This is an optimization exercise on Yosys and OpenROAD, whose aim is small area and a short achievable clock period, not a production implementation.
At most, simulation tests tie the RTL to the original design; equivalence was not proved.
Power and IR drop assume default switching activity.

==> inputs of juniper <==
Design vedicmult_16bit, start of the top module:
module vedicmult_16bit(input [15:0] a, b,
input clk, reset,
output reg [31:0] out);
wire pp0_0;
wire pp0_1;
wire pp0_2;
wire pp0_3;
wire pp0_4;
wire pp0_5;
wire pp0_6;
wire pp0_7;
wire pp0_8;
wire pp0_9;
wire pp0_10;
wire pp0_11;
wire pp0_12;
wire pp0_13;
wire pp0_14;
wire pp0_15;
wire pp1_0;
wire pp1_1;
wire pp1_2;
wire pp1_3;
wire pp1_4;
wire pp1_5;
wire pp1_6;
wire pp1_7;
wire pp1_8;
wire pp1_9;
wire pp1_10;
wire pp1_11;
wire pp1_12;
wire pp1_13;
wire pp1_14;
wire pp1_15;
wire pp2_0;
wire pp2_1;
wire pp2_2;
wire pp2_3;
wire pp2_4;
wire pp2_5;
wire pp2_6;
wire pp2_7;
wire pp2_8;
wire pp2_9;
wire pp2_10;
wire pp2_11;
wire pp2_12;
wire pp2_13;
wire pp2_14;
wire pp2_15;
wire pp3_0;
wire pp3_1;
wire pp3_2;
wire pp3_3;
wire pp3_4;
wire pp3_5;
wire pp3_6;
wire pp3_7;
wire pp3_8;
wire pp3_9;
wire pp3_10;
wire pp3_11;
wire pp3_12;
wire pp3_13;
wire pp3_14;
wire pp3_15;
wire pp4_0;
wire pp4_1;
wire pp4_2;
wire pp4_3;
wire pp4_4;
wire pp4_5;
wire pp4_6;
wire pp4_7;
wire pp4_8;
wire pp4_9;
wire pp4_10;
wire pp4_11;
wire pp4_12;
wire pp4_13;
wire pp4_14;
wire pp4_15;
wire pp5_0;
wire pp5_1;
wire pp5_2;
wire pp5_3;
wire pp5_4;
wire pp5_5;
wire pp5_6;
wire pp5_7;
wire pp5_8;
wire pp5_9;
wire pp5_10;
wire pp5_11;
wire pp5_12;
wire pp5_13;
wire pp5_14;
wire pp5_15;
wire pp6_0;
wire pp6_1;
wire pp6_2;
wire pp6_3;
wire pp6_4;
wire pp6_5;
wire pp6_6;
wire pp6_7;
wire pp6_8;
wire pp6_9;
wire pp6_10;
wire pp6_11;
wire pp6_12;
wire pp6_13;
wire pp6_14;
wire pp6_15;
wire pp7_0;
wire pp7_1;
wire pp7_2;
wire pp7_3;
wire pp7_4;
wire pp7_5;
wire pp7_6;
wire pp7_7;
wire pp7_8;
wire pp7_9;
wire pp7_10;
wire pp7_11;
wire pp7_12;
wire pp7_13;
wire pp7_14;
wire pp7_15;
wire pp8_0;
wire pp8_1;
wire pp8_2;
wire pp8_3;
wire pp8_4;
wire pp8_5;
wire pp8_6;
wire pp8_7;
wire pp8_8;
wire pp8_9;
wire pp8_10;
wire pp8_11;
wire pp8_12;
wire pp8_13;
wire pp8_14;
wire pp8_15;
wire pp9_0;
wire pp9_1;
wire pp9_2;
wire pp9_3;
wire pp9_4;
wire pp9_5;
  ...
export LEC_CHECK = 0
export CAP_MARGIN = 20
export CORE_MARGIN = 2
export CORE_UTILIZATION = 40
export CTS_BUF_LIST = sky130_fd_sc_hd__clkbuf_4 sky130_fd_sc_hd__clkbuf_8
export SLEW_MARGIN = 20
export SYNTH_HIERARCHICAL = 1
export SYNTH_MINIMUM_KEEP_SIZE = 0
create_clock -name core_clock -period 17.0 [get_ports {clk}]
standard.sh (not shown) runs the stock make flow with config.mk's settings and CLKGATE_MAP_FILE= SYNTH_SCRIPT=/design/flow/synth_recipe.tcl, a recipe that flattens the netlist after the stock synthesis.
==> flow/flow/run.sh <==
#!/bin/bash
# Own layout flow: the standard ORFS flow (standard.sh), with the input and
# output port buffers made of plain buf_2 cells (the default picks a delay cell);
# the output buffers are then cut down to buf_1 before detailed placement.
set -euo pipefail
export BUFFER_PORTS_ARGS="-buffer_cell sky130_fd_sc_hd__buf_2"
export PRE_FLOORPLAN_TCL="$PWD/flow/pre_floorplan.tcl"
export PRE_DETAIL_PLACE_TCL="$PWD/flow/pre_detail_place.tcl"
export SETUP_SLACK_MARGIN=8.8
bash standard.sh > standard.log 2>&1
==> flow/flow/pre_detail_place.tcl <==
# Output ports drive only the 10 fF pin load and have ample slack: their port
# buffers can be the smallest buffer.
set n 0
foreach inst [[ord::get_db_block] getInsts] {
  set m [[$inst getMaster] getName]
  set name [$inst getName]
  if { $m eq "sky130_fd_sc_hd__buf_2" && [string match "output*" $name] } {
    replace_cell [get_cells $name] sky130_fd_sc_hd__buf_1
    incr n
  }
}
puts "pre_detail_place: resized $n output buffers"
==> flow/flow/pre_floorplan.tcl <==
# Synthesis (abc) maps each Booth selector to an a22oi_2; the _1 cell is the
# same function in less area and easily drives the single gate it feeds.
set swaps {sky130_fd_sc_hd__a22oi_2 sky130_fd_sc_hd__a22oi_1}
set n 0
foreach inst [[ord::get_db_block] getInsts] {
  set m [[$inst getMaster] getName]
  if { [dict exists $swaps $m] } {
    replace_cell [get_cells [$inst getName]] [dict get $swaps $m]
    incr n
  }
}
puts "pre_floorplan: resized $n cells"
==> amber (differences from juniper) <==
==> flow/flow/run.sh (replaced) <==
#!/bin/bash
# Own layout flow: the standard ORFS flow (standard.sh), with the input and
# output port buffers made of plain buf_2 cells (the default picks a delay cell).
set -euo pipefail
export BUFFER_PORTS_ARGS="-buffer_cell sky130_fd_sc_hd__buf_2"
export PRE_FLOORPLAN_TCL="$PWD/flow/pre_floorplan.tcl"
bash standard.sh > standard.log 2>&1
removed: flow/flow/pre_detail_place.tcl
==> cedar (differences from juniper) <==
==> flow/flow/run.sh (replaced) <==
#!/bin/bash
# Own layout flow: the standard ORFS flow (standard.sh), with the input and
# output port buffers made of plain buf_2 cells (the default picks a delay cell).
set -euo pipefail
export BUFFER_PORTS_ARGS="-buffer_cell sky130_fd_sc_hd__buf_2"
export PRE_FLOORPLAN_TCL="$PWD/flow/pre_floorplan.tcl"
export SETUP_SLACK_MARGIN=9
bash standard.sh > standard.log 2>&1
removed: flow/flow/pre_detail_place.tcl
==> comparison <==
Die area is the same in cedar and amber. The highest via count belongs to amber, the lowest to juniper. Of cedar and amber, amber has the higher first-iteration DRC count (gap about 40%, measured against amber). Combinational power: amber < juniper < cedar. Of cedar and juniper, juniper has the higher routed wire length (gap about 1.8%, measured against juniper). Of juniper and amber, juniper has the higher maximum frequency (gap about 5%, measured against amber). Against juniper, the global-route usage of cedar is lower by 0.29 points.
==> figures <==
item                                                              amber                  juniper                    cedar
Sequential share of cell area                                     8.27%                    8.05%                    7.77%
Sequential power                                             0.000120 W               0.000121 W               0.000121 W
Fin util                                                          43.3%                    44.4%                    46.1%
Met1 capacity usage during global routing                         26.8%                    26.1%                    24.5%
CP max stage delay                                               610 ps                   560 ps                   590 ps
Wire length per cell after detailed routing                18.7 microns             19.0 microns             18.5 microns
Clock period minus final worst setup slack                      8400 ps                  8000 ps                  7860 ps
Drt total wl                                              18700 microns            19000 microns            18700 microns
Worst hold slack across all endpoints                           3580 ps                  3500 ps                  3460 ps
M1 WL                                                      7350 microns             7560 microns             6700 microns
Result of the run                               complete, no violations  complete, no violations  complete, no violations
Total routing usage reported by global routing                    21.0%                    21.0%                    20.7%
Hold worst-path end                                             out[31]                   out[0]                   out[0]
Clock Buffer Count                                                    8                        6                        6
Post-place instance area                                     7650 sq um               7630 sq um               7770 sq um
Minimum setup slack after placement                             8310 ps                  8380 ps                  8530 ps

========
==> inputs of run a <==
Another version of the RTL of vedicmult_16bit (not shown whole).
==> flow/config.mk <==
export PLATFORM = sky130hd
export DESIGN_NAME = vedicmult_16bit
export DESIGN_NICKNAME = vedicmult_16bit
export VERILOG_FILES = /design/flow/design.v
export SDC_FILE = /design/flow/constraint.sdc
export NUM_CORES = 4
export LEC_CHECK = 0
export CAP_MARGIN = 20
export CORE_MARGIN = 2
export CORE_UTILIZATION = 40
export CTS_BUF_LIST = sky130_fd_sc_hd__clkbuf_4 sky130_fd_sc_hd__clkbuf_8
export SLEW_MARGIN = 20
export SYNTH_HIERARCHICAL = 1
export SYNTH_MINIMUM_KEEP_SIZE = 0
==> flow/constraint.sdc <==
create_clock -name core_clock -period 17.0 [get_ports {clk}]
set_input_delay 3.4000 -clock core_clock [delete_from_list [all_inputs] [get_ports {clk}]]
set_output_delay 3.4000 -clock core_clock [all_outputs]
set_load 0.01 [all_outputs]
==> flow/flow/run.sh <==
#!/bin/bash
# Own layout flow: the standard ORFS flow (standard.sh), with the input and
# output port buffers made of plain buf_2 cells (the default picks a delay cell).
set -euo pipefail
export BUFFER_PORTS_ARGS="-buffer_cell sky130_fd_sc_hd__buf_2"
export PRE_FLOORPLAN_TCL="$PWD/flow/pre_floorplan.tcl"
bash standard.sh > standard.log 2>&1
Scripts as last shown in full above: flow/flow/pre_floorplan.tcl
==> run b: changes against run a <==
--- a/flow/design.v
+++ b/flow/design.v
@@ -976,24 +976,24 @@
 FA u_s355 (.x(bp94), .y(c270), .z(s273), .s(s355), .c(c356));
 FA u_s357 (.x(c274), .y(s277), .z(c272), .s(s357), .c(c358));
 FA u_s359 (.x(c278), .y(c276), .z(s279), .s(s359), .c(c360));
 FA u_s361 (.x(c280), .y(s283), .z(c282), .s(s361), .c(c362));
 FA u_s363 (.x(c284), .y(s287), .z(c286), .s(s363), .c(c364));
 FA u_s365 (.x(c288), .y(s291), .z(c290), .s(s365), .c(c366));
 FA u_s367 (.x(c292), .y(s295), .z(c294), .s(s367), .c(c368));
 FA u_s369 (.x(c296), .y(s299), .z(c298), .s(s369), .c(c370));
-FA u_s371 (.x(c300), .y(s303), .z(c302), .s(s371), .c(c372));
-FA u_s373 (.x(c304), .y(s307), .z(c306), .s(s373), .c(c374));
-FA u_s375 (.x(c308), .y(s311), .z(c310), .s(s375), .c(c376));
+FA u_s371 (.x(c300), .y(c302), .z(s303), .s(s371), .c(c372));
+FA u_s373 (.x(c304), .y(c306), .z(s307), .s(s373), .c(c374));
+FA u_s375 (.x(c308), .y(c310), .z(s311), .s(s375), .c(c376));
 FA u_s377 (.x(c312), .y(s315), .z(c314), .s(s377), .c(c378));
 FA u_s379 (.x(c316), .y(s319), .z(c318), .s(s379), .c(c380));
 FA u_s381 (.x(s323), .y(c320), .z(c322), .s(s381), .c(c382));
 FA u_s383 (.x(s327), .y(c324), .z(c326), .s(s383), .c(c384));
-FA u_s385 (.x(c328), .y(s331), .z(s333), .s(s385), .c(c386));
+FA u_s385 (.x(c328), .y(s331), .z(c330), .s(s385), .c(c386));
 FA u_s387 (.x(c332), .y(s335), .z(s337), .s(s387), .c(c388));
 FA u_s389 (.x(s339), .y(c336), .z(s341), .s(s389), .c(c390));
 FA u_s391 (.x(bp172), .y(c340), .z(c342), .s(s391), .c(c392));
 FA u_s393 (.x(bp153), .y(bp173), .z(s345), .s(s393), .c(c394));
 FA u_s395 (.x(pp203), .y(bp154), .z(bp174), .s(s395), .c(c396));
 FA u_s397 (.x(pp156), .y(pp192), .z(pp204), .s(s397), .c(c398));
 XN2 u_s399 (.x(pp45), .y(bp6), .o(s399));
 OR2 u_c400 (.x(pp45), .y(bp6), .o(c400));
@@ -1013,20 +1013,20 @@
 FA u_s425 (.x(s301), .y(c368), .z(s369), .s(s425), .c(c426));
 FA u_s427 (.x(s305), .y(c370), .z(s371), .s(s427), .c(c428));
 FA u_s429 (.x(s309), .y(c372), .z(s373), .s(s429), .c(c430));
 FA u_s431 (.x(s313), .y(c374), .z(s375), .s(s431), .c(c432));
 FA u_s433 (.x(s317), .y(c376), .z(s377), .s(s433), .c(c434));
 FA u_s435 (.x(s321), .y(c378), .z(s379), .s(s435), .c(c436));
 FA u_s437 (.x(s325), .y(c380), .z(s381), .s(s437), .c(c438));
 FA u_s439 (.x(s329), .y(c382), .z(s383), .s(s439), .c(c440));
-FA u_s441 (.x(c330), .y(c384), .z(s385), .s(s441), .c(c442));
+FA u_s441 (.x(s333), .y(c384), .z(s385), .s(s441), .c(c442));
 FA u_s443 (.x(c334), .y(s387), .z(c386), .s(s443), .c(c444));
 FA u_s445 (.x(c338), .y(s389), .z(c388), .s(s445), .c(c446));
-FA u_s447 (.x(s343), .y(s391), .z(c390), .s(s447), .c(c448));
+FA u_s447 (.x(s343), .y(c390), .z(s391), .s(s447), .c(c448));
 FA u_s449 (.x(c344), .y(s393), .z(c392), .s(s449), .c(c450));
 FA u_s451 (.x(c346), .y(s395), .z(c394), .s(s451), .c(c452));
 FA u_s453 (.x(bp175), .y(s397), .z(c396), .s(s453), .c(c454));
 FA u_s455 (.x(pp205), .y(bp176), .z(c398), .s(s455), .c(c456));
 FA u_s457 (.x(pp178), .y(pp194), .z(pp206), .s(s457), .c(c458));
 XN2 u_s459 (.x(pp21), .y(bp4), .o(s459));
 OR2 u_c460 (.x(pp21), .y(bp4), .o(c460));
 XN2 u_s461 (.x(bp5), .y(c460), .o(s461));
@@ -1214,45 +1214,45 @@
 assign g645 = g621 | (p622 & g619);
 assign p646 = p622 & p620;
 assign g647 = g623 | (p624 & g619);
 assign p648 = p624 & p620;
 assign g649 = g625 | (p626 & g619);
 assign p650 = p626 & p620;
 assign g651 = g627 | (p628 & g619);
 assign p652 = p628 & p620;
-X2 u_o653 (.x(p469), .y(ci467), .o(o653));
-X2 u_o654 (.x(p471), .y(g524), .o(o654));
-X2 u_o655 (.x(p473), .y(g525), .o(o655));
-X2 u_o656 (.x(p475), .y(g553), .o(o656));
-X2 u_o657 (.x(p477), .y(g555), .o(o657));
-X2 u_o658 (.x(p479), .y(g581), .o(o658));
-X2 u_o659 (.x(p481), .y(g583), .o(o659));
-X2 u_o660 (.x(p483), .y(g585), .o(o660));
-X2 u_o661 (.x(p485), .y(g587), .o(o661));
-X2 u_o662 (.x(p487), .y(g605), .o(o662));
-X2 u_o663 (.x(p489), .y(g607), .o(o663));
-X2 u_o664 (.x(p491), .y(g609), .o(o664));
-X2 u_o665 (.x(p493), .y(g611), .o(o665));
-X2 u_o666 (.x(p495), .y(g613), .o(o666));
-X2 u_o667 (.x(p497), .y(g615), .o(o667));
-X2 u_o668 (.x(p499), .y(g617), .o(o668));
-X2 u_o669 (.x(p501), .y(g619), .o(o669));
-X2 u_o670 (.x(p503), .y(g629), .o(o670));
-X2 u_o671 (.x(p505), .y(g631), .o(o671));
-X2 u_o672 (.x(p507), .y(g633), .o(o672));
-X2 u_o673 (.x(p509), .y(g635), .o(o673));
-X2 u_o674 (.x(p511), .y(g637), .o(o674));
-X2 u_o675 (.x(p513), .y(g639), .o(o675));
-X2 u_o676 (.x(p515), .y(g641), .o(o676));
-X2 u_o677 (.x(p517), .y(g643), .o(o677));
-X2 u_o678 (.x(p519), .y(g645), .o(o678));
-X2 u_o679 (.x(p521), .y(g647), .o(o679));
-X2 u_o680 (.x(p523), .y(g649), .o(o680));
-wire [31:0] prod = {o680, o679, o678, o677, o676, o675, o674, o673, o672, o671, o670, o669, o668, o667, o666, o665, o664, o663, o662, o661, o660, o659, o658, o657, o656, o655, o654, o653, ~s465, ~s463, ~s461, ~s459};
+XN2 u_o653 (.x(p469), .y(ci467), .o(o653));
+XN2 u_o654 (.x(p471), .y(g524), .o(o654));
+XN2 u_o655 (.x(p473), .y(g525), .o(o655));
+XN2 u_o656 (.x(p475), .y(g553), .o(o656));
+XN2 u_o657 (.x(p477), .y(g555), .o(o657));
+XN2 u_o658 (.x(p479), .y(g581), .o(o658));
+XN2 u_o659 (.x(p481), .y(g583), .o(o659));
+XN2 u_o660 (.x(p483), .y(g585), .o(o660));
+XN2 u_o661 (.x(p485), .y(g587), .o(o661));
+XN2 u_o662 (.x(p487), .y(g605), .o(o662));
+XN2 u_o663 (.x(p489), .y(g607), .o(o663));
+XN2 u_o664 (.x(p491), .y(g609), .o(o664));
+XN2 u_o665 (.x(p493), .y(g611), .o(o665));
+XN2 u_o666 (.x(p495), .y(g613), .o(o666));
+XN2 u_o667 (.x(p497), .y(g615), .o(o667));
+XN2 u_o668 (.x(p499), .y(g617), .o(o668));
+XN2 u_o669 (.x(p501), .y(g619), .o(o669));
+XN2 u_o670 (.x(p503), .y(g629), .o(o670));
+XN2 u_o671 (.x(p505), .y(g631), .o(o671));
+XN2 u_o672 (.x(p507), .y(g633), .o(o672));
+XN2 u_o673 (.x(p509), .y(g635), .o(o673));
+XN2 u_o674 (.x(p511), .y(g637), .o(o674));
+XN2 u_o675 (.x(p513), .y(g639), .o(o675));
+XN2 u_o676 (.x(p515), .y(g641), .o(o676));
+XN2 u_o677 (.x(p517), .y(g643), .o(o677));
+XN2 u_o678 (.x(p519), .y(g645), .o(o678));
+XN2 u_o679 (.x(p521), .y(g647), .o(o679));
+XN2 u_o680 (.x(p523), .y(g649), .o(o680));
+wire [31:0] prod = {~o680, ~o679, ~o678, ~o677, ~o676, ~o675, ~o674, ~o673, ~o672, ~o671, ~o670, ~o669, ~o668, ~o667, ~o666, ~o665, ~o664, ~o663, ~o662, ~o661, ~o660, ~o659, ~o658, ~o657, ~o656, ~o655, ~o654, ~o653, ~s465, ~s463, ~s461, ~s459};
 always @(posedge clk) begin
   if (reset) out <= prod;
   else out <= 32'd0;
 end
 endmodule
 module FA(input x, y, z, output s, c);
 assign s = x ^ y ^ z;
 assign c = (x & y) | (x & z) | (y & z);
==> flow/flow/run.sh (replaced) <==
#!/bin/bash
# Own layout flow: the standard ORFS flow (standard.sh), with the input and
# output port buffers made of plain buf_2 cells (the default picks a delay cell);
# the output buffers are then cut down to buf_1 before detailed placement.
set -euo pipefail
export BUFFER_PORTS_ARGS="-buffer_cell sky130_fd_sc_hd__buf_2"
export PRE_FLOORPLAN_TCL="$PWD/flow/pre_floorplan.tcl"
export PRE_DETAIL_PLACE_TCL="$PWD/flow/pre_detail_place.tcl"
export SETUP_SLACK_MARGIN=8.8
bash standard.sh > standard.log 2>&1
==> flow/flow/pre_detail_place.tcl (new file) <==
# Output ports drive only the 10 fF pin load and have ample slack: their port
# buffers can be the smallest buffer.
set n 0
foreach inst [[ord::get_db_block] getInsts] {
  set m [[$inst getMaster] getName]
  set name [$inst getName]
  if { $m eq "sky130_fd_sc_hd__buf_2" && [string match "output*" $name] } {
    replace_cell [get_cells $name] sky130_fd_sc_hd__buf_1
    incr n
  }
}
puts "pre_detail_place: resized $n output buffers"
CTS_BUF_LIST = sky130_fd_sc_hd__clkbuf_4   (was sky130_fd_sc_hd__clkbuf_4 sky130_fd_sc_hd__clkbuf_8)
CTS_CLUSTER_SIZE = 8   (was unset)
SLEW_MARGIN = 70   (was 20)
==> flow_metrics.py <==
metrics = {
    "status": {
        "status": "finished clean",
    },
    "critical_path": {
        "crit_cells": 20,
        "required_ns": 17.31,
    },
    "detailed_routing": {
        "vias_per_cell": 5.61,
        "wl_mm": 19.5,
        "num_vias": 5771,
    },
    "power_and_ir_drop": {
        "power.total_mw": 2.21,
        "swShare_pct": 50.9,
        "irDropWorstVdd_v": 0.000162,
    },
    "sta": {
        "max_slew_margin_pct": 71.7,
        "layout_setup_ws_ns": 8.94,
        "whs_ns": 3.42,
    },
    "place": {
        "dp_slack_ns": 7.95,
    },
    "global_route": {
        "first_global_vias": 5891,
        "grtUsageMet1_pct": 29.0,
        "gr-usage-met2_pct": 35.2,
        "globalRouteTotalUtil_pct": 21.4,
    },
    "cells_and_area": {
        "final_cell_mix": "xor2_1, a22oi_1, fa_1",
        "final_area_sq_um": 8370,
    },
}
# the run above: run b

==> flow_metrics.py <==
metrics = {
    "detailed_routing": {
        "wl_mm": 18.3,
        "num_vias": 5556,
    },
    "global_route": {
        "grtUsageMet1_pct": 28.9,
        "gr-usage-met2_pct": 35.0,
        "first_global_vias": 5900,
        "globalRouteTotalUtil_pct": 21.3,
    },
    "sta": {
        "whs_ns": 3.59,
        "layout_setup_ws_ns": 7.77,
        "max_slew_margin_pct": 33.5,
    },
    "status": {
        "status": "finished clean",
    },
    "power_and_ir_drop": {
        "irDropWorstVdd_v": 0.000139,
        "swShare_pct": 51.8,
        "power.total_mw": 1.99,
    },
    "critical_path": {
        "crit_cells": 18,
        "required_ns": 17.22,
    },
    "place": {
        "dp_slack_ns": 7.41,
    },
    "cells_and_area": {
        "final_area_sq_um": 7670,
    },
}
# the run above: run a

No functional check of the RTL was part of any run of this note.

[afterwards: timing with drivers on the ports]
In the flow no input, the clock included, has a driving cell. The finished layouts below were timed again as built, in two steps.
Step 1 assumes that a clkbuf_16 drives the clock port and a buf_2 every other input.
Step 2 times the ports against the registers' clock, not the clock port: input delays grow and output delays shrink by t, the midpoint of the rising clock arrivals with the driver on.
Slacks: ideal ports / drivers / drivers and shift; pairs: ideal ports / drivers.
run	shift t [ns]	setup WS [ns]	hold WS [ns]	worst setup path after step 2	slew at the worst register clock pin (ns)
juniper	0.332	9.001 / 8.996 / 8.665	3.500 / 3.499 / 3.805	input to register	0.07 / 0.07
amber	0.324	8.605 / 8.597 / 8.273	3.575 / 3.561 / 3.810	input to register	0.06 / 0.06
cedar	0.303	9.139 / 9.125 / 8.822	3.460 / 3.468 / 3.771	input to register	0.07 / 0.07
run a	0.347	7.774 / 7.787 / 7.440	3.591 / 3.573 / 3.813	input to register	0.08 / 0.08
run b	0.407	8.941 / 8.865 / 8.458	3.417 / 3.402 / 3.810	input to register	0.11 / 0.11
After both steps setup and hold are still met in every run listed. For run b, which loses most, drivers alone change the setup slack by -0.076 ns; drivers and shift together by -0.483 ns.
